From an optimization exercise on the open Yosys and OpenROAD flow, aimed at small area and a short achievable clock period; shortcuts taken in it are not production practice.
No functional check of the RTL was part of any run shown here.

==> flow/design.v (outline; a module is shown in full before it is edited, if it fits) <==
// module Synth: 1210 lines
// module FA: 10 lines
// module GP: 11 lines
// module GC: 8 lines
// module AMUX: 8 lines
module Synth(
  input         clock,
  input         reset,
  input  [19:0] io_Freq_0,
  input  [19:0] io_Freq_1,
  input  [19:0] io_Freq_2,
  input  [19:0] io_Freq_3,
  input  [19:0] io_Freq_4,
  input  [19:0] io_Freq_5,
  input  [17:0] io_Amp_0,
  input  [17:0] io_Amp_1,
  input  [17:0] io_Amp_2,
  input  [17:0] io_Amp_3,
  input  [17:0] io_Amp_4,
  input  [17:0] io_Amp_5,
  output [22:0] io_Out
);
  // ...
==> flow/flow/run.sh <==
#!/bin/bash
# Standard ORFS layout with a tighter setup-repair target and minimum-size
# port buffers. Full tool output goes to standard.log in the work folder.
set -euo pipefail
bash standard.sh SETUP_SLACK_MARGIN=8.5 'BUFFER_PORTS_ARGS=-buffer_cell sky130_fd_sc_hd__buf_1' finish > standard.log 2>&1
==> flow/standard.sh <==
#!/bin/bash
# synth_recipe.tcl (not shown) runs the flow's synth.tcl, then flattens the netlist and writes it again
# the make line also repeats each setting of config.mk as NAME=value (left out here)
make -C /OpenROAD-flow-scripts/flow DESIGN_CONFIG=/design/flow/config.mk WORK_HOME=/design/flow/orfs CLKGATE_MAP_FILE= SYNTH_SCRIPT=/design/flow/synth_recipe.tcl "${@:-finish}"
==> flow/config.mk <==
export PLATFORM = sky130hd
export DESIGN_NAME = Synth
export DESIGN_NICKNAME = Synth
export VERILOG_FILES = /design/flow/design.v
export SDC_FILE = /design/flow/constraint.sdc
export NUM_CORES = 4
export LEC_CHECK = 0
export CAP_MARGIN = 20
export CORE_MARGIN = 2
export CORE_UTILIZATION = 40
export SLEW_MARGIN = 20
export SYNTH_HIERARCHICAL = 1
export SYNTH_MINIMUM_KEEP_SIZE = 0
export TNS_END_PERCENT = 20
==> flow/constraint.sdc <==
create_clock -name core_clock -period 15.0 [get_ports {clock}]
set_input_delay 3.0000 -clock core_clock [delete_from_list [all_inputs] [get_ports {clock}]]
set_output_delay 3.0000 -clock core_clock [all_outputs]
set_load 0.01 [all_outputs]
==> flow_summary.json, run 1 <==
{
  "n_clock_buffer": 78,
  "status": "finished clean",
  "use_met3": 0.0438,
  "grt_pass1_wl_mm": 166,
  "final_cell_mix": "410 x dfxtp_1, 341 x xnor2_1, 271 x nor2_1",
  "final_antenna_net_count": 0,
  "maxCapViolCount": 0,
  "buffers_excl_clock": 451,
  "ff2ff_path_depth": 27,
  "fin_crit_sh": 0.470,
  "cp.arrival_ps": 7530,
  "rsz0062_at_grt": "yes",
  "diodes": 1,
  "final_common_cell": "dfxtp_1",
  "grt_max_degree": 151,
  "seqCellArea_mm2": 0.00958,
  "reg2reg_slack_ps": 8000,
  "synth_top_area_share": 0.244,
  "drc": 0,
  "dr.pass1.iters": 7,
  "hold_end": "t[9]$_SDFF_PP0_",
  "startpoint": "io_Amp_0[1]",
  "yosysTopAreaCell": "dfxtp_1"
}
==> run 2: changes to the inputs <==
--- a/flow/design.v
+++ b/flow/design.v
@@ -17,17 +17,17 @@
 );
   reg [11:0] t;              
   reg        ph;             
   reg [19:0] div [0:5];
   reg [19:0] idx [0:5];
   reg [19:0] X0, X1;         
   reg        Xc;
   reg        negR;           
-  reg [17:0] WS, WC;         
+  reg [18:0] WS, WC;         
   reg        Wc;
   reg [19:0] PS, PC;         
   reg        Pc;
   reg [19:0] W1S, W1C;       
   reg        W1c;
   reg [20:0] OS, OC;         
   reg        Oc;
   wire [19:0] freq [0:5];
@@ -233,16 +233,18 @@
   wire wvs_g15_15 = WS[14] & WC[14];
   wire wvs_p15_15 = WS[14] ^ WC[14];
   wire wvs_g16_16 = WS[15] & WC[15];
   wire wvs_p16_16 = WS[15] ^ WC[15];
   wire wvs_g17_17 = WS[16] & WC[16];
   wire wvs_p17_17 = WS[16] ^ WC[16];
   wire wvs_g18_18 = WS[17] & WC[17];
   wire wvs_p18_18 = WS[17] ^ WC[17];
+  wire wvs_g19_19 = WS[18] & WC[18];
+  wire wvs_p19_19 = WS[18] ^ WC[18];
   wire wvs_g1_0;
   GC uwvs_g1_0 (.gh(wvs_g1_1), .ph(wvs_p1_1), .gl(Wc), .g(wvs_g1_0));
   wire wvs_g3_2, wvs_p3_2;
   GP uwvs_g3_2 (.gh(wvs_g3_3), .ph(wvs_p3_3), .gl(wvs_g2_2), .pl(wvs_p2_2), .g(wvs_g3_2), .p(wvs_p3_2));
   wire wvs_g5_4, wvs_p5_4;
   GP uwvs_g5_4 (.gh(wvs_g5_5), .ph(wvs_p5_5), .gl(wvs_g4_4), .pl(wvs_p4_4), .g(wvs_g5_4), .p(wvs_p5_4));
   wire wvs_g7_6, wvs_p7_6;
   GP uwvs_g7_6 (.gh(wvs_g7_7), .ph(wvs_p7_7), .gl(wvs_g6_6), .pl(wvs_p6_6), .g(wvs_g7_6), .p(wvs_p7_6));
@@ -251,16 +253,18 @@
   wire wvs_g11_10, wvs_p11_10;
   GP uwvs_g11_10 (.gh(wvs_g11_11), .ph(wvs_p11_11), .gl(wvs_g10_10), .pl(wvs_p10_10), .g(wvs_g11_10), .p(wvs_p11_10));
   wire wvs_g13_12, wvs_p13_12;
   GP uwvs_g13_12 (.gh(wvs_g13_13), .ph(wvs_p13_13), .gl(wvs_g12_12), .pl(wvs_p12_12), .g(wvs_g13_12), .p(wvs_p13_12));
   wire wvs_g15_14, wvs_p15_14;
   GP uwvs_g15_14 (.gh(wvs_g15_15), .ph(wvs_p15_15), .gl(wvs_g14_14), .pl(wvs_p14_14), .g(wvs_g15_14), .p(wvs_p15_14));
   wire wvs_g17_16, wvs_p17_16;
   GP uwvs_g17_16 (.gh(wvs_g17_17), .ph(wvs_p17_17), .gl(wvs_g16_16), .pl(wvs_p16_16), .g(wvs_g17_16), .p(wvs_p17_16));
+  wire wvs_g19_18, wvs_p19_18;
+  GP uwvs_g19_18 (.gh(wvs_g19_19), .ph(wvs_p19_19), .gl(wvs_g18_18), .pl(wvs_p18_18), .g(wvs_g19_18), .p(wvs_p19_18));
   wire wvs_g2_0;
   GC uwvs_g2_0 (.gh(wvs_g2_2), .ph(wvs_p2_2), .gl(wvs_g1_0), .g(wvs_g2_0));
   wire wvs_g3_0;
   GC uwvs_g3_0 (.gh(wvs_g3_2), .ph(wvs_p3_2), .gl(wvs_g1_0), .g(wvs_g3_0));
   wire wvs_g6_4, wvs_p6_4;
   GP uwvs_g6_4 (.gh(wvs_g6_6), .ph(wvs_p6_6), .gl(wvs_g5_4), .pl(wvs_p5_4), .g(wvs_g6_4), .p(wvs_p6_4));
   wire wvs_g7_4, wvs_p7_4;
   GP uwvs_g7_4 (.gh(wvs_g7_6), .ph(wvs_p7_6), .gl(wvs_g5_4), .pl(wvs_p5_4), .g(wvs_g7_4), .p(wvs_p7_4));
@@ -269,16 +273,18 @@
   wire wvs_g11_8, wvs_p11_8;
   GP uwvs_g11_8 (.gh(wvs_g11_10), .ph(wvs_p11_10), .gl(wvs_g9_8), .pl(wvs_p9_8), .g(wvs_g11_8), .p(wvs_p11_8));
   wire wvs_g14_12, wvs_p14_12;
   GP uwvs_g14_12 (.gh(wvs_g14_14), .ph(wvs_p14_14), .gl(wvs_g13_12), .pl(wvs_p13_12), .g(wvs_g14_12), .p(wvs_p14_12));
   wire wvs_g15_12, wvs_p15_12;
   GP uwvs_g15_12 (.gh(wvs_g15_14), .ph(wvs_p15_14), .gl(wvs_g13_12), .pl(wvs_p13_12), .g(wvs_g15_12), .p(wvs_p15_12));
   wire wvs_g18_16, wvs_p18_16;
   GP uwvs_g18_16 (.gh(wvs_g18_18), .ph(wvs_p18_18), .gl(wvs_g17_16), .pl(wvs_p17_16), .g(wvs_g18_16), .p(wvs_p18_16));
+  wire wvs_g19_16, wvs_p19_16;
+  GP uwvs_g19_16 (.gh(wvs_g19_18), .ph(wvs_p19_18), .gl(wvs_g17_16), .pl(wvs_p17_16), .g(wvs_g19_16), .p(wvs_p19_16));
   wire wvs_g4_0;
   GC uwvs_g4_0 (.gh(wvs_g4_4), .ph(wvs_p4_4), .gl(wvs_g3_0), .g(wvs_g4_0));
   wire wvs_g5_0;
   GC uwvs_g5_0 (.gh(wvs_g5_4), .ph(wvs_p5_4), .gl(wvs_g3_0), .g(wvs_g5_0));
   wire wvs_g6_0;
   GC uwvs_g6_0 (.gh(wvs_g6_4), .ph(wvs_p6_4), .gl(wvs_g3_0), .g(wvs_g6_0));
   wire wvs_g7_0;
   GC uwvs_g7_0 (.gh(wvs_g7_4), .ph(wvs_p7_4), .gl(wvs_g3_0), .g(wvs_g7_0));
@@ -307,293 +313,41 @@
   wire wvs_g15_0;
   GC uwvs_g15_0 (.gh(wvs_g15_8), .ph(wvs_p15_8), .gl(wvs_g7_0), .g(wvs_g15_0));
   wire wvs_g16_0;
   GC uwvs_g16_0 (.gh(wvs_g16_16), .ph(wvs_p16_16), .gl(wvs_g15_0), .g(wvs_g16_0));
   wire wvs_g17_0;
   GC uwvs_g17_0 (.gh(wvs_g17_16), .ph(wvs_p17_16), .gl(wvs_g15_0), .g(wvs_g17_0));
   wire wvs_g18_0;
   GC uwvs_g18_0 (.gh(wvs_g18_16), .ph(wvs_p18_16), .gl(wvs_g15_0), .g(wvs_g18_0));
-  wire [17:0] wvs = {wvs_p18_18 ^ wvs_g17_0, wvs_p17_17 ^ wvs_g16_0, wvs_p16_16 ^ wvs_g15_0, wvs_p15_15 ^ wvs_g14_0, wvs_p14_14 ^ wvs_g13_0, wvs_p13_13 ^ wvs_g12_0, wvs_p12_12 ^ wvs_g11_0, wvs_p11_11 ^ wvs_g10_0, wvs_p10_10 ^ wvs_g9_0, wvs_p9_9 ^ wvs_g8_0, wvs_p8_8 ^ wvs_g7_0, wvs_p7_7 ^ wvs_g6_0, wvs_p6_6 ^ wvs_g5_0, wvs_p5_5 ^ wvs_g4_0, wvs_p4_4 ^ wvs_g3_0, wvs_p3_3 ^ wvs_g2_0, wvs_p2_2 ^ wvs_g1_0, wvs_p1_1 ^ Wc};
-  wire outs_g1_1 = OS[0] & OC[0];
-  wire outs_p1_1 = OS[0] ^ OC[0];
-  wire outs_g2_2 = OS[1] & OC[1];
-  wire outs_p2_2 = OS[1] ^ OC[1];
-  wire outs_g3_3 = OS[2] & OC[2];
-  wire outs_p3_3 = OS[2] ^ OC[2];
-  wire outs_g4_4 = OS[3] & OC[3];
-  wire outs_p4_4 = OS[3] ^ OC[3];
-  wire outs_g5_5 = OS[4] & OC[4];
-  wire outs_p5_5 = OS[4] ^ OC[4];
-  wire outs_g6_6 = OS[5] & OC[5];
-  wire outs_p6_6 = OS[5] ^ OC[5];
-  wire outs_g7_7 = OS[6] & OC[6];
-  wire outs_p7_7 = OS[6] ^ OC[6];
-  wire outs_g8_8 = OS[7] & OC[7];
-  wire outs_p8_8 = OS[7] ^ OC[7];
-  wire outs_g9_9 = OS[8] & OC[8];
-  wire outs_p9_9 = OS[8] ^ OC[8];
-  wire outs_g10_10 = OS[9] & OC[9];
-  wire outs_p10_10 = OS[9] ^ OC[9];
-  wire outs_g11_11 = OS[10] & OC[10];
-  wire outs_p11_11 = OS[10] ^ OC[10];
-  wire outs_g12_12 = OS[11] & OC[11];
-  wire outs_p12_12 = OS[11] ^ OC[11];
-  wire outs_g13_13 = OS[12] & OC[12];
-  wire outs_p13_13 = OS[12] ^ OC[12];
-  wire outs_g14_14 = OS[13] & OC[13];
-  wire outs_p14_14 = OS[13] ^ OC[13];
-  wire outs_g15_15 = OS[14] & OC[14];
-  wire outs_p15_15 = OS[14] ^ OC[14];
-  wire outs_g16_16 = OS[15] & OC[15];
-  wire outs_p16_16 = OS[15] ^ OC[15];
-  wire outs_g17_17 = OS[16] & OC[16];
-  wire outs_p17_17 = OS[16] ^ OC[16];
-  wire outs_g18_18 = OS[17] & OC[17];
-  wire outs_p18_18 = OS[17] ^ OC[17];
-  wire outs_g19_19 = OS[18] & OC[18];
-  wire outs_p19_19 = OS[18] ^ OC[18];
-  wire outs_g20_20 = OS[19] & OC[19];
-  wire outs_p20_20 = OS[19] ^ OC[19];
-  wire outs_g21_21 = OS[20] & OC[20];
-  wire outs_p21_21 = OS[20] ^ OC[20];
-  wire outs_g1_0;
-  GC uouts_g1_0 (.gh(outs_g1_1), .ph(outs_p1_1), .gl(Oc), .g(outs_g1_0));
-  wire outs_g3_2, outs_p3_2;
-  GP uouts_g3_2 (.gh(outs_g3_3), .ph(outs_p3_3), .gl(outs_g2_2), .pl(outs_p2_2), .g(outs_g3_2), .p(outs_p3_2));
-  wire outs_g5_4, outs_p5_4;
-  GP uouts_g5_4 (.gh(outs_g5_5), .ph(outs_p5_5), .gl(outs_g4_4), .pl(outs_p4_4), .g(outs_g5_4), .p(outs_p5_4));
-  wire outs_g7_6, outs_p7_6;
-  GP uouts_g7_6 (.gh(outs_g7_7), .ph(outs_p7_7), .gl(outs_g6_6), .pl(outs_p6_6), .g(outs_g7_6), .p(outs_p7_6));
-  wire outs_g9_8, outs_p9_8;
-  GP uouts_g9_8 (.gh(outs_g9_9), .ph(outs_p9_9), .gl(outs_g8_8), .pl(outs_p8_8), .g(outs_g9_8), .p(outs_p9_8));
-  wire outs_g11_10, outs_p11_10;
-  GP uouts_g11_10 (.gh(outs_g11_11), .ph(outs_p11_11), .gl(outs_g10_10), .pl(outs_p10_10), .g(outs_g11_10), .p(outs_p11_10));
-  wire outs_g13_12, outs_p13_12;
-  GP uouts_g13_12 (.gh(outs_g13_13), .ph(outs_p13_13), .gl(outs_g12_12), .pl(outs_p12_12), .g(outs_g13_12), .p(outs_p13_12));
-  wire outs_g15_14, outs_p15_14;
-  GP uouts_g15_14 (.gh(outs_g15_15), .ph(outs_p15_15), .gl(outs_g14_14), .pl(outs_p14_14), .g(outs_g15_14), .p(outs_p15_14));
-  wire outs_g17_16, outs_p17_16;
-  GP uouts_g17_16 (.gh(outs_g17_17), .ph(outs_p17_17), .gl(outs_g16_16), .pl(outs_p16_16), .g(outs_g17_16), .p(outs_p17_16));
-  wire outs_g19_18, outs_p19_18;
-  GP uouts_g19_18 (.gh(outs_g19_19), .ph(outs_p19_19), .gl(outs_g18_18), .pl(outs_p18_18), .g(outs_g19_18), .p(outs_p19_18));
-  wire outs_g21_20, outs_p21_20;
-  GP uouts_g21_20 (.gh(outs_g21_21), .ph(outs_p21_21), .gl(outs_g20_20), .pl(outs_p20_20), .g(outs_g21_20), .p(outs_p21_20));
-  wire outs_g2_0;
-  GC uouts_g2_0 (.gh(outs_g2_2), .ph(outs_p2_2), .gl(outs_g1_0), .g(outs_g2_0));
-  wire outs_g3_0;
-  GC uouts_g3_0 (.gh(outs_g3_2), .ph(outs_p3_2), .gl(outs_g1_0), .g(outs_g3_0));
-  wire outs_g6_4, outs_p6_4;
-  GP uouts_g6_4 (.gh(outs_g6_6), .ph(outs_p6_6), .gl(outs_g5_4), .pl(outs_p5_4), .g(outs_g6_4), .p(outs_p6_4));
-  wire outs_g7_4, outs_p7_4;
-  GP uouts_g7_4 (.gh(outs_g7_6), .ph(outs_p7_6), .gl(outs_g5_4), .pl(outs_p5_4), .g(outs_g7_4), .p(outs_p7_4));
-  wire outs_g10_8, outs_p10_8;
-  GP uouts_g10_8 (.gh(outs_g10_10), .ph(outs_p10_10), .gl(outs_g9_8), .pl(outs_p9_8), .g(outs_g10_8), .p(outs_p10_8));
-  wire outs_g11_8, outs_p11_8;
-  GP uouts_g11_8 (.gh(outs_g11_10), .ph(outs_p11_10), .gl(outs_g9_8), .pl(outs_p9_8), .g(outs_g11_8), .p(outs_p11_8));
-  wire outs_g14_12, outs_p14_12;
-  GP uouts_g14_12 (.gh(outs_g14_14), .ph(outs_p14_14), .gl(outs_g13_12), .pl(outs_p13_12), .g(outs_g14_12), .p(outs_p14_12));
-  wire outs_g15_12, outs_p15_12;
-  GP uouts_g15_12 (.gh(outs_g15_14), .ph(outs_p15_14), .gl(outs_g13_12), .pl(outs_p13_12), .g(outs_g15_12), .p(outs_p15_12));
-  wire outs_g18_16, outs_p18_16;
-  GP uouts_g18_16 (.gh(outs_g18_18), .ph(outs_p18_18), .gl(outs_g17_16), .pl(outs_p17_16), .g(outs_g18_16), .p(outs_p18_16));
-  wire outs_g19_16, outs_p19_16;
-  GP uouts_g19_16 (.gh(outs_g19_18), .ph(outs_p19_18), .gl(outs_g17_16), .pl(outs_p17_16), .g(outs_g19_16), .p(outs_p19_16));
-  wire outs_g4_0;
-  GC uouts_g4_0 (.gh(outs_g4_4), .ph(outs_p4_4), .gl(outs_g3_0), .g(outs_g4_0));
-  wire outs_g5_0;
-  GC uouts_g5_0 (.gh(outs_g5_4), .ph(outs_p5_4), .gl(outs_g3_0), .g(outs_g5_0));
-  wire outs_g6_0;
-  GC uouts_g6_0 (.gh(outs_g6_4), .ph(outs_p6_4), .gl(outs_g3_0), .g(outs_g6_0));
-  wire outs_g7_0;
-  GC uouts_g7_0 (.gh(outs_g7_4), .ph(outs_p7_4), .gl(outs_g3_0), .g(outs_g7_0));
-  wire outs_g12_8, outs_p12_8;
-  GP uouts_g12_8 (.gh(outs_g12_12), .ph(outs_p12_12), .gl(outs_g11_8), .pl(outs_p11_8), .g(outs_g12_8), .p(outs_p12_8));
-  wire outs_g13_8, outs_p13_8;
-  GP uouts_g13_8 (.gh(outs_g13_12), .ph(outs_p13_12), .gl(outs_g11_8), .pl(outs_p11_8), .g(outs_g13_8), .p(outs_p13_8));
-  wire outs_g14_8, outs_p14_8;
-  GP uouts_g14_8 (.gh(outs_g14_12), .ph(outs_p14_12), .gl(outs_g11_8), .pl(outs_p11_8), .g(outs_g14_8), .p(outs_p14_8));
-  wire outs_g15_8, outs_p15_8;
-  GP uouts_g15_8 (.gh(outs_g15_12), .ph(outs_p15_12), .gl(outs_g11_8), .pl(outs_p11_8), .g(outs_g15_8), .p(outs_p15_8));
-  wire outs_g20_16, outs_p20_16;
-  GP uouts_g20_16 (.gh(outs_g20_20), .ph(outs_p20_20), .gl(outs_g19_16), .pl(outs_p19_16), .g(outs_g20_16), .p(outs_p20_16));
-  wire outs_g21_16, outs_p21_16;
-  GP uouts_g21_16 (.gh(outs_g21_20), .ph(outs_p21_20), .gl(outs_g19_16), .pl(outs_p19_16), .g(outs_g21_16), .p(outs_p21_16));
-  wire outs_g8_0;
-  GC uouts_g8_0 (.gh(outs_g8_8), .ph(outs_p8_8), .gl(outs_g7_0), .g(outs_g8_0));
-  wire outs_g9_0;
-  GC uouts_g9_0 (.gh(outs_g9_8), .ph(outs_p9_8), .gl(outs_g7_0), .g(outs_g9_0));
-  wire outs_g10_0;
-  GC uouts_g10_0 (.gh(outs_g10_8), .ph(outs_p10_8), .gl(outs_g7_0), .g(outs_g10_0));
-  wire outs_g11_0;
-  GC uouts_g11_0 (.gh(outs_g11_8), .ph(outs_p11_8), .gl(outs_g7_0), .g(outs_g11_0));
-  wire outs_g12_0;
-  GC uouts_g12_0 (.gh(outs_g12_8), .ph(outs_p12_8), .gl(outs_g7_0), .g(outs_g12_0));
-  wire outs_g13_0;
-  GC uouts_g13_0 (.gh(outs_g13_8), .ph(outs_p13_8), .gl(outs_g7_0), .g(outs_g13_0));
-  wire outs_g14_0;
-  GC uouts_g14_0 (.gh(outs_g14_8), .ph(outs_p14_8), .gl(outs_g7_0), .g(outs_g14_0));
-  wire outs_g15_0;
-  GC uouts_g15_0 (.gh(outs_g15_8), .ph(outs_p15_8), .gl(outs_g7_0), .g(outs_g15_0));
-  wire outs_g16_0;
-  GC uouts_g16_0 (.gh(outs_g16_16), .ph(outs_p16_16), .gl(outs_g15_0), .g(outs_g16_0));
-  wire outs_g17_0;
-  GC uouts_g17_0 (.gh(outs_g17_16), .ph(outs_p17_16), .gl(outs_g15_0), .g(outs_g17_0));
-  wire outs_g18_0;
-  GC uouts_g18_0 (.gh(outs_g18_16), .ph(outs_p18_16), .gl(outs_g15_0), .g(outs_g18_0));
-  wire outs_g19_0;
-  GC uouts_g19_0 (.gh(outs_g19_16), .ph(outs_p19_16), .gl(outs_g15_0), .g(outs_g19_0));
-  wire outs_g20_0;
-  GC uouts_g20_0 (.gh(outs_g20_16), .ph(outs_p20_16), .gl(outs_g15_0), .g(outs_g20_0));
-  wire outs_g21_0;
-  GC uouts_g21_0 (.gh(outs_g21_16), .ph(outs_p21_16), .gl(outs_g15_0), .g(outs_g21_0));
-  wire [20:0] outs = {outs_p21_21 ^ outs_g20_0, outs_p20_20 ^ outs_g19_0, outs_p19_19 ^ outs_g18_0, outs_p18_18 ^ outs_g17_0, outs_p17_17 ^ outs_g16_0, outs_p16_16 ^ outs_g15_0, outs_p15_15 ^ outs_g14_0, outs_p14_14 ^ outs_g13_0, outs_p13_13 ^ outs_g12_0, outs_p12_12 ^ outs_g11_0, outs_p11_11 ^ outs_g10_0, outs_p10_10 ^ outs_g9_0, outs_p9_9 ^ outs_g8_0, outs_p8_8 ^ outs_g7_0, outs_p7_7 ^ outs_g6_0, outs_p6_6 ^ outs_g5_0, outs_p5_5 ^ outs_g4_0, outs_p4_4 ^ outs_g3_0, outs_p3_3 ^ outs_g2_0, outs_p2_2 ^ outs_g1_0, outs_p1_1 ^ Oc};
-  wire pres_g1_1 = PS[0] & PC[0];
-  wire pres_p1_1 = PS[0] ^ PC[0];
-  wire pres_g2_2 = PS[1] & PC[1];
-  wire pres_p2_2 = PS[1] ^ PC[1];
-  wire pres_g3_3 = PS[2] & PC[2];
-  wire pres_p3_3 = PS[2] ^ PC[2];
-  wire pres_g4_4 = PS[3] & PC[3];
-  wire pres_p4_4 = PS[3] ^ PC[3];
-  wire pres_g5_5 = PS[4] & PC[4];
-  wire pres_p5_5 = PS[4] ^ PC[4];
-  wire pres_g6_6 = PS[5] & PC[5];
-  wire pres_p6_6 = PS[5] ^ PC[5];
-  wire pres_g7_7 = PS[6] & PC[6];
-  wire pres_p7_7 = PS[6] ^ PC[6];
-  wire pres_g8_8 = PS[7] & PC[7];
-  wire pres_p8_8 = PS[7] ^ PC[7];
-  wire pres_g9_9 = PS[8] & PC[8];
-  wire pres_p9_9 = PS[8] ^ PC[8];
-  wire pres_g10_10 = PS[9] & PC[9];
-  wire pres_p10_10 = PS[9] ^ PC[9];
-  wire pres_g11_11 = PS[10] & PC[10];
-  wire pres_p11_11 = PS[10] ^ PC[10];
-  wire pres_g12_12 = PS[11] & PC[11];
-  wire pres_p12_12 = PS[11] ^ PC[11];
-  wire pres_g13_13 = PS[12] & PC[12];
-  wire pres_p13_13 = PS[12] ^ PC[12];
-  wire pres_g14_14 = PS[13] & PC[13];
-  wire pres_p14_14 = PS[13] ^ PC[13];
-  wire pres_g15_15 = PS[14] & PC[14];
-  wire pres_p15_15 = PS[14] ^ PC[14];
-  wire pres_g16_16 = PS[15] & PC[15];
-  wire pres_p16_16 = PS[15] ^ PC[15];
-  wire pres_g17_17 = PS[16] & PC[16];
-  wire pres_p17_17 = PS[16] ^ PC[16];
-  wire pres_g18_18 = PS[17] & PC[17];
-  wire pres_p18_18 = PS[17] ^ PC[17];
-  wire pres_g19_19 = PS[18] & PC[18];
-  wire pres_p19_19 = PS[18] ^ PC[18];
-  wire pres_g20_20 = PS[19] & PC[19];
-  wire pres_p20_20 = PS[19] ^ PC[19];
-  wire pres_g1_0;
-  GC upres_g1_0 (.gh(pres_g1_1), .ph(pres_p1_1), .gl(Pc), .g(pres_g1_0));
-  wire pres_g3_2, pres_p3_2;
-  GP upres_g3_2 (.gh(pres_g3_3), .ph(pres_p3_3), .gl(pres_g2_2), .pl(pres_p2_2), .g(pres_g3_2), .p(pres_p3_2));
-  wire pres_g5_4, pres_p5_4;
-  GP upres_g5_4 (.gh(pres_g5_5), .ph(pres_p5_5), .gl(pres_g4_4), .pl(pres_p4_4), .g(pres_g5_4), .p(pres_p5_4));
-  wire pres_g7_6, pres_p7_6;
-  GP upres_g7_6 (.gh(pres_g7_7), .ph(pres_p7_7), .gl(pres_g6_6), .pl(pres_p6_6), .g(pres_g7_6), .p(pres_p7_6));
-  wire pres_g9_8, pres_p9_8;
-  GP upres_g9_8 (.gh(pres_g9_9), .ph(pres_p9_9), .gl(pres_g8_8), .pl(pres_p8_8), .g(pres_g9_8), .p(pres_p9_8));
-  wire pres_g11_10, pres_p11_10;
-  GP upres_g11_10 (.gh(pres_g11_11), .ph(pres_p11_11), .gl(pres_g10_10), .pl(pres_p10_10), .g(pres_g11_10), .p(pres_p11_10));
-  wire pres_g13_12, pres_p13_12;
-  GP upres_g13_12 (.gh(pres_g13_13), .ph(pres_p13_13), .gl(pres_g12_12), .pl(pres_p12_12), .g(pres_g13_12), .p(pres_p13_12));
-  wire pres_g15_14, pres_p15_14;
-  GP upres_g15_14 (.gh(pres_g15_15), .ph(pres_p15_15), .gl(pres_g14_14), .pl(pres_p14_14), .g(pres_g15_14), .p(pres_p15_14));
-  wire pres_g17_16, pres_p17_16;
-  GP upres_g17_16 (.gh(pres_g17_17), .ph(pres_p17_17), .gl(pres_g16_16), .pl(pres_p16_16), .g(pres_g17_16), .p(pres_p17_16));
-  wire pres_g19_18, pres_p19_18;
-  GP upres_g19_18 (.gh(pres_g19_19), .ph(pres_p19_19), .gl(pres_g18_18), .pl(pres_p18_18), .g(pres_g19_18), .p(pres_p19_18));
-  wire pres_g2_0;
-  GC upres_g2_0 (.gh(pres_g2_2), .ph(pres_p2_2), .gl(pres_g1_0), .g(pres_g2_0));
-  wire pres_g3_0;
-  GC upres_g3_0 (.gh(pres_g3_2), .ph(pres_p3_2), .gl(pres_g1_0), .g(pres_g3_0));
-  wire pres_g6_4, pres_p6_4;
-  GP upres_g6_4 (.gh(pres_g6_6), .ph(pres_p6_6), .gl(pres_g5_4), .pl(pres_p5_4), .g(pres_g6_4), .p(pres_p6_4));
-  wire pres_g7_4, pres_p7_4;
-  GP upres_g7_4 (.gh(pres_g7_6), .ph(pres_p7_6), .gl(pres_g5_4), .pl(pres_p5_4), .g(pres_g7_4), .p(pres_p7_4));
-  wire pres_g10_8, pres_p10_8;
-  GP upres_g10_8 (.gh(pres_g10_10), .ph(pres_p10_10), .gl(pres_g9_8), .pl(pres_p9_8), .g(pres_g10_8), .p(pres_p10_8));
-  wire pres_g11_8, pres_p11_8;
-  GP upres_g11_8 (.gh(pres_g11_10), .ph(pres_p11_10), .gl(pres_g9_8), .pl(pres_p9_8), .g(pres_g11_8), .p(pres_p11_8));
-  wire pres_g14_12, pres_p14_12;
-  GP upres_g14_12 (.gh(pres_g14_14), .ph(pres_p14_14), .gl(pres_g13_12), .pl(pres_p13_12), .g(pres_g14_12), .p(pres_p14_12));
-  wire pres_g15_12, pres_p15_12;
-  GP upres_g15_12 (.gh(pres_g15_14), .ph(pres_p15_14), .gl(pres_g13_12), .pl(pres_p13_12), .g(pres_g15_12), .p(pres_p15_12));
-  wire pres_g18_16, pres_p18_16;
-  GP upres_g18_16 (.gh(pres_g18_18), .ph(pres_p18_18), .gl(pres_g17_16), .pl(pres_p17_16), .g(pres_g18_16), .p(pres_p18_16));
-  wire pres_g19_16, pres_p19_16;
-  GP upres_g19_16 (.gh(pres_g19_18), .ph(pres_p19_18), .gl(pres_g17_16), .pl(pres_p17_16), .g(pres_g19_16), .p(pres_p19_16));
-  wire pres_g4_0;
-  GC upres_g4_0 (.gh(pres_g4_4), .ph(pres_p4_4), .gl(pres_g3_0), .g(pres_g4_0));
-  wire pres_g5_0;
-  GC upres_g5_0 (.gh(pres_g5_4), .ph(pres_p5_4), .gl(pres_g3_0), .g(pres_g5_0));
-  wire pres_g6_0;
-  GC upres_g6_0 (.gh(pres_g6_4), .ph(pres_p6_4), .gl(pres_g3_0), .g(pres_g6_0));
-  wire pres_g7_0;
-  GC upres_g7_0 (.gh(pres_g7_4), .ph(pres_p7_4), .gl(pres_g3_0), .g(pres_g7_0));
-  wire pres_g12_8, pres_p12_8;
-  GP upres_g12_8 (.gh(pres_g12_12), .ph(pres_p12_12), .gl(pres_g11_8), .pl(pres_p11_8), .g(pres_g12_8), .p(pres_p12_8));
-  wire pres_g13_8, pres_p13_8;
-  GP upres_g13_8 (.gh(pres_g13_12), .ph(pres_p13_12), .gl(pres_g11_8), .pl(pres_p11_8), .g(pres_g13_8), .p(pres_p13_8));
-  wire pres_g14_8, pres_p14_8;
-  GP upres_g14_8 (.gh(pres_g14_12), .ph(pres_p14_12), .gl(pres_g11_8), .pl(pres_p11_8), .g(pres_g14_8), .p(pres_p14_8));
-  wire pres_g15_8, pres_p15_8;
-  GP upres_g15_8 (.gh(pres_g15_12), .ph(pres_p15_12), .gl(pres_g11_8), .pl(pres_p11_8), .g(pres_g15_8), .p(pres_p15_8));
-  wire pres_g20_16, pres_p20_16;
-  GP upres_g20_16 (.gh(pres_g20_20), .ph(pres_p20_20), .gl(pres_g19_16), .pl(pres_p19_16), .g(pres_g20_16), .p(pres_p20_16));
-  wire pres_g8_0;
-  GC upres_g8_0 (.gh(pres_g8_8), .ph(pres_p8_8), .gl(pres_g7_0), .g(pres_g8_0));
-  wire pres_g9_0;
-  GC upres_g9_0 (.gh(pres_g9_8), .ph(pres_p9_8), .gl(pres_g7_0), .g(pres_g9_0));
-  wire pres_g10_0;
-  GC upres_g10_0 (.gh(pres_g10_8), .ph(pres_p10_8), .gl(pres_g7_0), .g(pres_g10_0));
-  wire pres_g11_0;
-  GC upres_g11_0 (.gh(pres_g11_8), .ph(pres_p11_8), .gl(pres_g7_0), .g(pres_g11_0));
-  wire pres_g12_0;
-  GC upres_g12_0 (.gh(pres_g12_8), .ph(pres_p12_8), .gl(pres_g7_0), .g(pres_g12_0));
-  wire pres_g13_0;
-  GC upres_g13_0 (.gh(pres_g13_8), .ph(pres_p13_8), .gl(pres_g7_0), .g(pres_g13_0));
-  wire pres_g14_0;
-  GC upres_g14_0 (.gh(pres_g14_8), .ph(pres_p14_8), .gl(pres_g7_0), .g(pres_g14_0));
-  wire pres_g15_0;
-  GC upres_g15_0 (.gh(pres_g15_8), .ph(pres_p15_8), .gl(pres_g7_0), .g(pres_g15_0));
-  wire pres_g16_0;
-  GC upres_g16_0 (.gh(pres_g16_16), .ph(pres_p16_16), .gl(pres_g15_0), .g(pres_g16_0));
-  wire pres_g17_0;
-  GC upres_g17_0 (.gh(pres_g17_16), .ph(pres_p17_16), .gl(pres_g15_0), .g(pres_g17_0));
-  wire pres_g18_0;
-  GC upres_g18_0 (.gh(pres_g18_16), .ph(pres_p18_16), .gl(pres_g15_0), .g(pres_g18_0));
-  wire pres_g19_0;
-  GC upres_g19_0 (.gh(pres_g19_16), .ph(pres_p19_16), .gl(pres_g15_0), .g(pres_g19_0));
-  wire pres_g20_0;
-  GC upres_g20_0 (.gh(pres_g20_16), .ph(pres_p20_16), .gl(pres_g15_0), .g(pres_g20_0));
-  wire [19:0] pres = {pres_p20_20 ^ pres_g19_0, pres_p19_19 ^ pres_g18_0, pres_p18_18 ^ pres_g17_0, pres_p17_17 ^ pres_g16_0, pres_p16_16 ^ pres_g15_0, pres_p15_15 ^ pres_g14_0, pres_p14_14 ^ pres_g13_0, pres_p13_13 ^ pres_g12_0, pres_p12_12 ^ pres_g11_0, pres_p11_11 ^ pres_g10_0, pres_p10_10 ^ pres_g9_0, pres_p9_9 ^ pres_g8_0, pres_p8_8 ^ pres_g7_0, pres_p7_7 ^ pres_g6_0, pres_p6_6 ^ pres_g5_0, pres_p5_5 ^ pres_g4_0, pres_p4_4 ^ pres_g3_0, pres_p3_3 ^ pres_g2_0, pres_p2_2 ^ pres_g1_0, pres_p1_1 ^ Pc};
+  wire wvs_g19_0;
+  GC uwvs_g19_0 (.gh(wvs_g19_16), .ph(wvs_p19_16), .gl(wvs_g15_0), .g(wvs_g19_0));
+  wire [18:0] wvs = {wvs_p19_19 ^ wvs_g18_0, wvs_p18_18 ^ wvs_g17_0, wvs_p17_17 ^ wvs_g16_0, wvs_p16_16 ^ wvs_g15_0, wvs_p15_15 ^ wvs_g14_0, wvs_p14_14 ^ wvs_g13_0, wvs_p13_13 ^ wvs_g12_0, wvs_p12_12 ^ wvs_g11_0, wvs_p11_11 ^ wvs_g10_0, wvs_p10_10 ^ wvs_g9_0, wvs_p9_9 ^ wvs_g8_0, wvs_p8_8 ^ wvs_g7_0, wvs_p7_7 ^ wvs_g6_0, wvs_p6_6 ^ wvs_g5_0, wvs_p5_5 ^ wvs_g4_0, wvs_p4_4 ^ wvs_g3_0, wvs_p3_3 ^ wvs_g2_0, wvs_p2_2 ^ wvs_g1_0, wvs_p1_1 ^ Wc};
   wire [19:0] index = idxs;
   wire [17:0] fold  = index[18] ? index[17:0] : ~index[17:0];
   wire        negw  = ph & negR;
-  wire [17:0] Wv   = ~wvs;                          
-  wire [19:0] Pres = pres;                          
+  wire [17:0] Wv   = ~wvs[18:1];                     
+  wire [19:0] Pres = PS + PC + {19'h0, Pc};         
   wire [22:0] prow = {23{t[11]}} & {{3{Pres[19]}}, Pres};
   wire        gi   = t[1] | t[3] | t[5] | t[9];
   wire [19:0] irow = {20{gi}} & irs_c;
   wire        ibit = gi & ieq_n;
   wire [17:0] m1 = ph ? Wv : fold;
   wire [17:0] m2;
-  wire [17:0] foldq = {18{~ph}} & fold;
   wire  [5:0] asel = {t[11], t[9], t[7], t[5], t[3], t[1]};
-  genvar q;
+  wire        ph0 = ~ph;
+  genvar q, r;
   generate
     for (q = 0; q < 18; q = q + 1) begin : amux
-      AMUX u (.a({amp[5][q], amp[4][q], amp[3][q], amp[2][q], amp[1][q], amp[0][q]}),
-              .s(asel), .f(foldq[q]), .y(m2[q]));
+      wire [6:0] n;
+      for (r = 0; r < 6; r = r + 1) begin : an
+        NAND2 u (.a(amp[r][q]), .b(asel[r]), .y(n[r]));
+      end
+      NAND2 uf (.a(fold[q]), .b(ph0), .y(n[6]));
+      NAND7 uo (.a(n), .y(m2[q]));
     end
   endgenerate
   wire [20:0] m1x = {2'b00, m1, 1'b0};
   wire [9:0]  neg;
   wire [18:0] pp0, pp1, pp2, pp3, pp4, pp5, pp6, pp7, pp8, pp9;
   wire [18:0] pp [0:9];
   genvar k;
   generate
@@ -1140,17 +894,16 @@
   GC ugc0_10 (.gh(g9_10), .ph(p9_10), .gl(g0_8), .g(g0_10));
   wire g0_12;
   GC ugc0_12 (.gh(g11_12), .ph(p11_12), .gl(g0_10), .g(g0_12));
   wire g0_16;
   GC ugc0_16 (.gh(g13_16), .ph(p13_16), .gl(g0_12), .g(g0_16));
   wire c17 = g0_16;
   assign R0 = {tc462, tc460, tc456, tc450, tc444, tc436, tc428, tc418, tc408, tc396, tc384, tc370, tc356, tc340, tc324, tc306, tc288, tc268, tc248, tc226, tc204, tc182, ts179, tc144, tc128, tc112, tc98, tc84, ts81, tc60, tc50, ts47, ts37, ts29, ts21, ts15, ts9, pp1[0], pp0[1], pp0[0]};
   assign R1 = {ts463, ts461, ts459, ts455, ts449, ts443, ts435, ts427, ts417, ts407, ts395, ts383, ts369, ts355, ts339, ts323, ts305, ts287, ts267, ts247, ts225, ts203, ts181, ts161, ts143, ts127, ts111, ts97, ts83, ts71, ts59, ts49, ts39, ts31, ts23, ts17, ts11, ts7, ts3, ts1};
-  wire        c18 = (R0[17] & R1[17]) | ((R0[17] | R1[17]) & c17);
   wire [19:0] wop = t[10] ? ~irs_c : irs_n;
   wire [19:0] Y0 = W1S ^ W1C ^ wop;
   wire [19:0] Y1 = {(W1S[18:0] & W1C[18:0]) | (W1S[18:0] & wop[18:0]) | (W1C[18:0] & wop[18:0]), W1c};
   always @(posedge clock) begin
     if (reset) begin
       t <= 12'h001;
       ph <= 1'b0;
       negR <= 1'b0;
@@ -1170,19 +923,19 @@
         X1 <= 20'h0;
         Xc <= 1'b0;
       end else if (ph) begin
         X0 <= R0[36:17];
         X1 <= R1[36:17];
         Xc <= c17;
       end
     end
-    WS <= R0[35:18];
-    WC <= R1[35:18];
-    Wc <= c18;
+    WS <= R0[35:17];
+    WC <= R1[35:17];
+    Wc <= c17;
     if (t[7]) begin
       PS <= R0[36:17];
       PC <= R1[36:17];
       Pc <= c17;
     end
     if (reset) begin
       W1S <= 20'h0;
       W1C <= 20'h0;
@@ -1201,16 +954,17 @@
       OC <= 21'h0;
       Oc <= 1'b0;
     end else if (t[11]) begin
       OS <= R0[37:17];
       OC <= R1[37:17];
       Oc <= c17;
     end
   end
+  wire [20:0] outs = OS + OC + {20'h0, Oc};
   assign io_Out = {{2{outs[20]}}, outs};
 endmodule
 module FA(
   input  a,
   input  b,
   input  c,
   output s,
   output co
@@ -1232,16 +986,21 @@
 module GC(
   input  gh,
   input  ph,
   input  gl,
   output g
 );
   assign g = gh | (ph & gl);
 endmodule
-module AMUX(
-  input  [5:0] a,
-  input  [5:0] s,
-  input        f,
+module NAND2(
+  input  a,
+  input  b,
+  output y
+);
+  assign y = ~(a & b);
+endmodule
+module NAND7(
+  input  [6:0] a,
   output       y
 );
-  assign y = |(a & s) | f;
+  assign y = ~&a;
 endmodule
==> run 2 against run 1 <==
Critical endpoint is now W1c$_SDFFE_PP0N_. Non-clock buffer count rose by 43. Critical path type unchanged. Register-to-register slack improved by 190 ps. Largest cell class unchanged. Area after synthesis fell by 0.15%.
==> flow_summary.json, run 2 <==
{
  "drc": 0,
  "initial_core_util": 0.402,
  "max_freq_ghz": 0.146,
  "tightest_slew_ps": 1150,
  "syn_inst": 3658,
  "antenna_found_initial": 1,
  "final_cell_mix": "391 x dfxtp_1, 316 x nor2_1, 316 x xnor2_1",
  "crit_type": "input port to flip-flop",
  "die_w_um": 296,
  "detail_route.vias_per_cell": 5.56,
  "syn_to_final_growth_pct": 21.6,
  "crit_required_ps": 15430,
  "maxCapViolCount": 0,
  "final_common_cell": "dfxtp_1",
  "track_usage": 0.247,
  "syn_avg_cell_area_um2": 9.32,
  "final_antenna_net_count": 0,
  "ys.flop_type": "dfxtp_1",
  "synth_top_area_share": 0.246,
  "routedWlPerCell_um": 21.5,
  "largestRegisters": "div: 120 flops, idx: 120 flops",
  "clock_sinks": 459,
  "core_mm2": 0.0847,
  "numCtsBuffers": 50,
  "wl_mm": 112,
  "io_pins": 253,
  "dr.pass1.iters": 6,
  "synth_area_mm2": 0.0341,
  "drt_iter0_markers": 2803,
  "cts_hold_buffers": 0,
  "cts.htree.levels": 2,
  "ys_ff_latch": 459,
  "final_hold_viol_count": 0,
  "setup_tns_ps": 0,
  "grt-ovfl-total": 0,
  "worstPathMaxFanout": 19,
  "fin_skew_ps": 44.8,
  "clock_latency_ps": 620,
  "async_flop_share": 0,
  "cts_tree": "built",
  "synth.area.top_cells": "dfxtp_1 25%, fa_1 13%, xnor2_1 8.9%, ha_1 8.3%, xor2_1 4.7%",
  "dpl_cell_area_mm2": 0.0364,
  "gp_congestion": 0.901,
  "path_clk_slew_ps": 60,
  "die_y_um": 296,
  "dpl.hpwl_mm": 78.2,
  "slew_headroom": 0.229,
  "portBuffers": 252,
  "fin_crit_sh": 0.458,
  "drv_slew": 0,
  "startpoint_type": "input port",
  "end_kind": "flip-flop",
  "cts_buffer_depth": 3,
  "yosys-top-cells-count": "418 x dfxtp_1, 347 x xnor2_1, 318 x nor2_1",
  "synth_nets": 4328,
  "synth_most_common_cell": "dfxtp_1",
  "diodes": 0,
  "rows": 107,
  "layout-drive-gt1-share": 0.170,
  "grt_pass1_vias": 27938,
  "cp.arrival_ps": 7290,
  "setup_violations": 0,
  "fin_nets": 4680,
  "dieArea_mm2": 0.0876,
  "status": "finished clean",
  "cts_root_buffer": "clkbuf_16",
  "stdcell_area_mm2": 0.0414,
  "synth-edff-count": 41,
  "synth_cell_types": 86,
  "rsz0062_at_grt": "yes",
  "grt_pass1_wl_mm": 166,
  "hold_class": "flip-flop to flip-flop",
  "min_period_ps": 6860,
  "grt_max_degree": 151,
  "yosysSeqAreaShare": 0.282,
  "via_count": 28886,
  "synth_warnings": 15,
  "yosysTopAreaCell": "dfxtp_1",
  "fillers": 7856
}
-- run 2: per-layer routing --
layer / share of wire / global-route usage / wire length (µm)
met1: 0.41 / 0.323 / 45200
met2: 0.47 / 0.405 / 52700
met3: 0.080 / 0.0377 / 8950
met4: 0.042 / 0.103 / 4720
met5: 0 / 0 / 0
-- run 2: worst paths after layout --
kind                                          from                to  slack (ps)  depth (start not counted)
worst max-delay path                   io_Amp_4[9]  W1c$_SDFFE_PP0N_        8140                         18
worst min-delay path               t[0]$_SDFF_PP1_   t[1]$_SDFF_PP0_         480                          1
worst max register to register  X0[8]$_SDFFE_PP0P_  W1c$_SDFFE_PP0N_        8190                         29
worst min register to register     t[0]$_SDFF_PP1_   t[1]$_SDFF_PP0_         480                          1
-- run 2: repair_timing --
item                                    4_1_cts  5_1_grt
endpoints found under the setup margin      210      124
gates resized for setup                     219      138
pin swaps                                    90       89
setup buffers                               131       44
gates cloned                                  5        2
-- run 2: cell type report --
| class | count | area [µm²] | share of cell area |
|---|---|---|---|
| Inverter | 119 | 449 | 0.0108 |
| Clock inverter | 25 | 359 | 0.00866 |
| Sequential cell | 459 | 9650 | 0.233 |
| Tap cell | 1144 | 1430 | 0.0345 |
| Timing Repair Buffer | 494 | 3280 | 0.0792 |
| Clock buffer | 68 | 1440 | 0.0348 |
| Multi-Input combinational cell | 2886 | 24800 | 0.599 |
-- run 2: logic make-up (layout without fill, tap and decap cells) --
group	count (synthesis)	in the layout	share of synthesized area
and+or+nand+nor	1196	1197	0.179
AOI/OAI and AO/OA	646	646	0.135
xor gates and xnor gates	532	532	0.138
DFF	459	459	0.282
adders and majority gates	440	440	0.209
buffers and inverters	314	706	0.0362
muxes	71	71	0.0211
-- run 2: Yosys stat by module (local to each module, per instance) --
module | cells | flip-flops and latches
GC | 1 | 0
GP | 2 | 0
NAND2 | 1 | 0
FA | 1 | 0
Synth | 3167 | 459
NAND7 | 2 | 0
-- run 2: worst max-delay path, stage by stage --
cell     delay [ps]
buf_1            80
nand2_1          70
and4_1          210
nand4_1          90
buf_4           300
a22oi_2         160
xnor2_2         210
fa_2            480
fa_2            410
fa_2            550
fa_1            410
ha_1            300
or2_4           250
and2_4          160
a21o_1          180
a21o_4          220
mux2i_1         150
a21oi_1          80
-- run 2: through the flow --
stage / hold slack (ps) / util / cells / setup slack, ps
6_report: 482 / 0.489 / 5195 / 8140
3_5_place_dp: 469 / 0.429 / 4920 / 6680
3_3_place_gp: 459 / 0.429 / 4917 / 6740
5_1_grt: 497 / 0.489 / 5195 / 8010
4_1_cts: 481 / 0.477 / 5149 / 8170
2_1_floorplan: 450 / - / 3658 / 7890

## re-timing with driven ports
The flow's constraints put no driver on any port. The routed layouts listed below were extracted and timed again, unchanged, in two steps.
Step 1 (the two cells are an assumption about what drives the block):
set clk [get_ports {clock}]
set_driving_cell -lib_cell sky130_fd_sc_hd__clkbuf_16 $clk
set_driving_cell -lib_cell sky130_fd_sc_hd__buf_2 [delete_from_list [all_inputs] $clk]
Step 2, shift: input delay + t, output delay - t, t = (earliest + latest rising clock arrival at the registers) / 2. This alone moves slack from input paths to output paths.
Slacks: ideal / step 1 / step 2; pairs: ideal / step 1.
| run | t (ns) | setup WS [ns] | worst setup path after step 2 | clock arrival spread, ns | worst register clock-pin slew, ns |
|---|---|---|---|---|---|
| run 1 | 0.648 | 7.949 / 7.984 / 7.336 | input to register | 0.018 / 0.018 | 0.06 / 0.06 |
| run 2 | 0.661 | 8.137 / 8.166 / 7.505 | input to register | 0.046 / 0.046 | 0.08 / 0.08 |
After both steps every run listed still meets setup and hold. The setup slack of run 2, which loses most, moves by +0.029 ns with the drivers and by -0.632 ns with both steps.
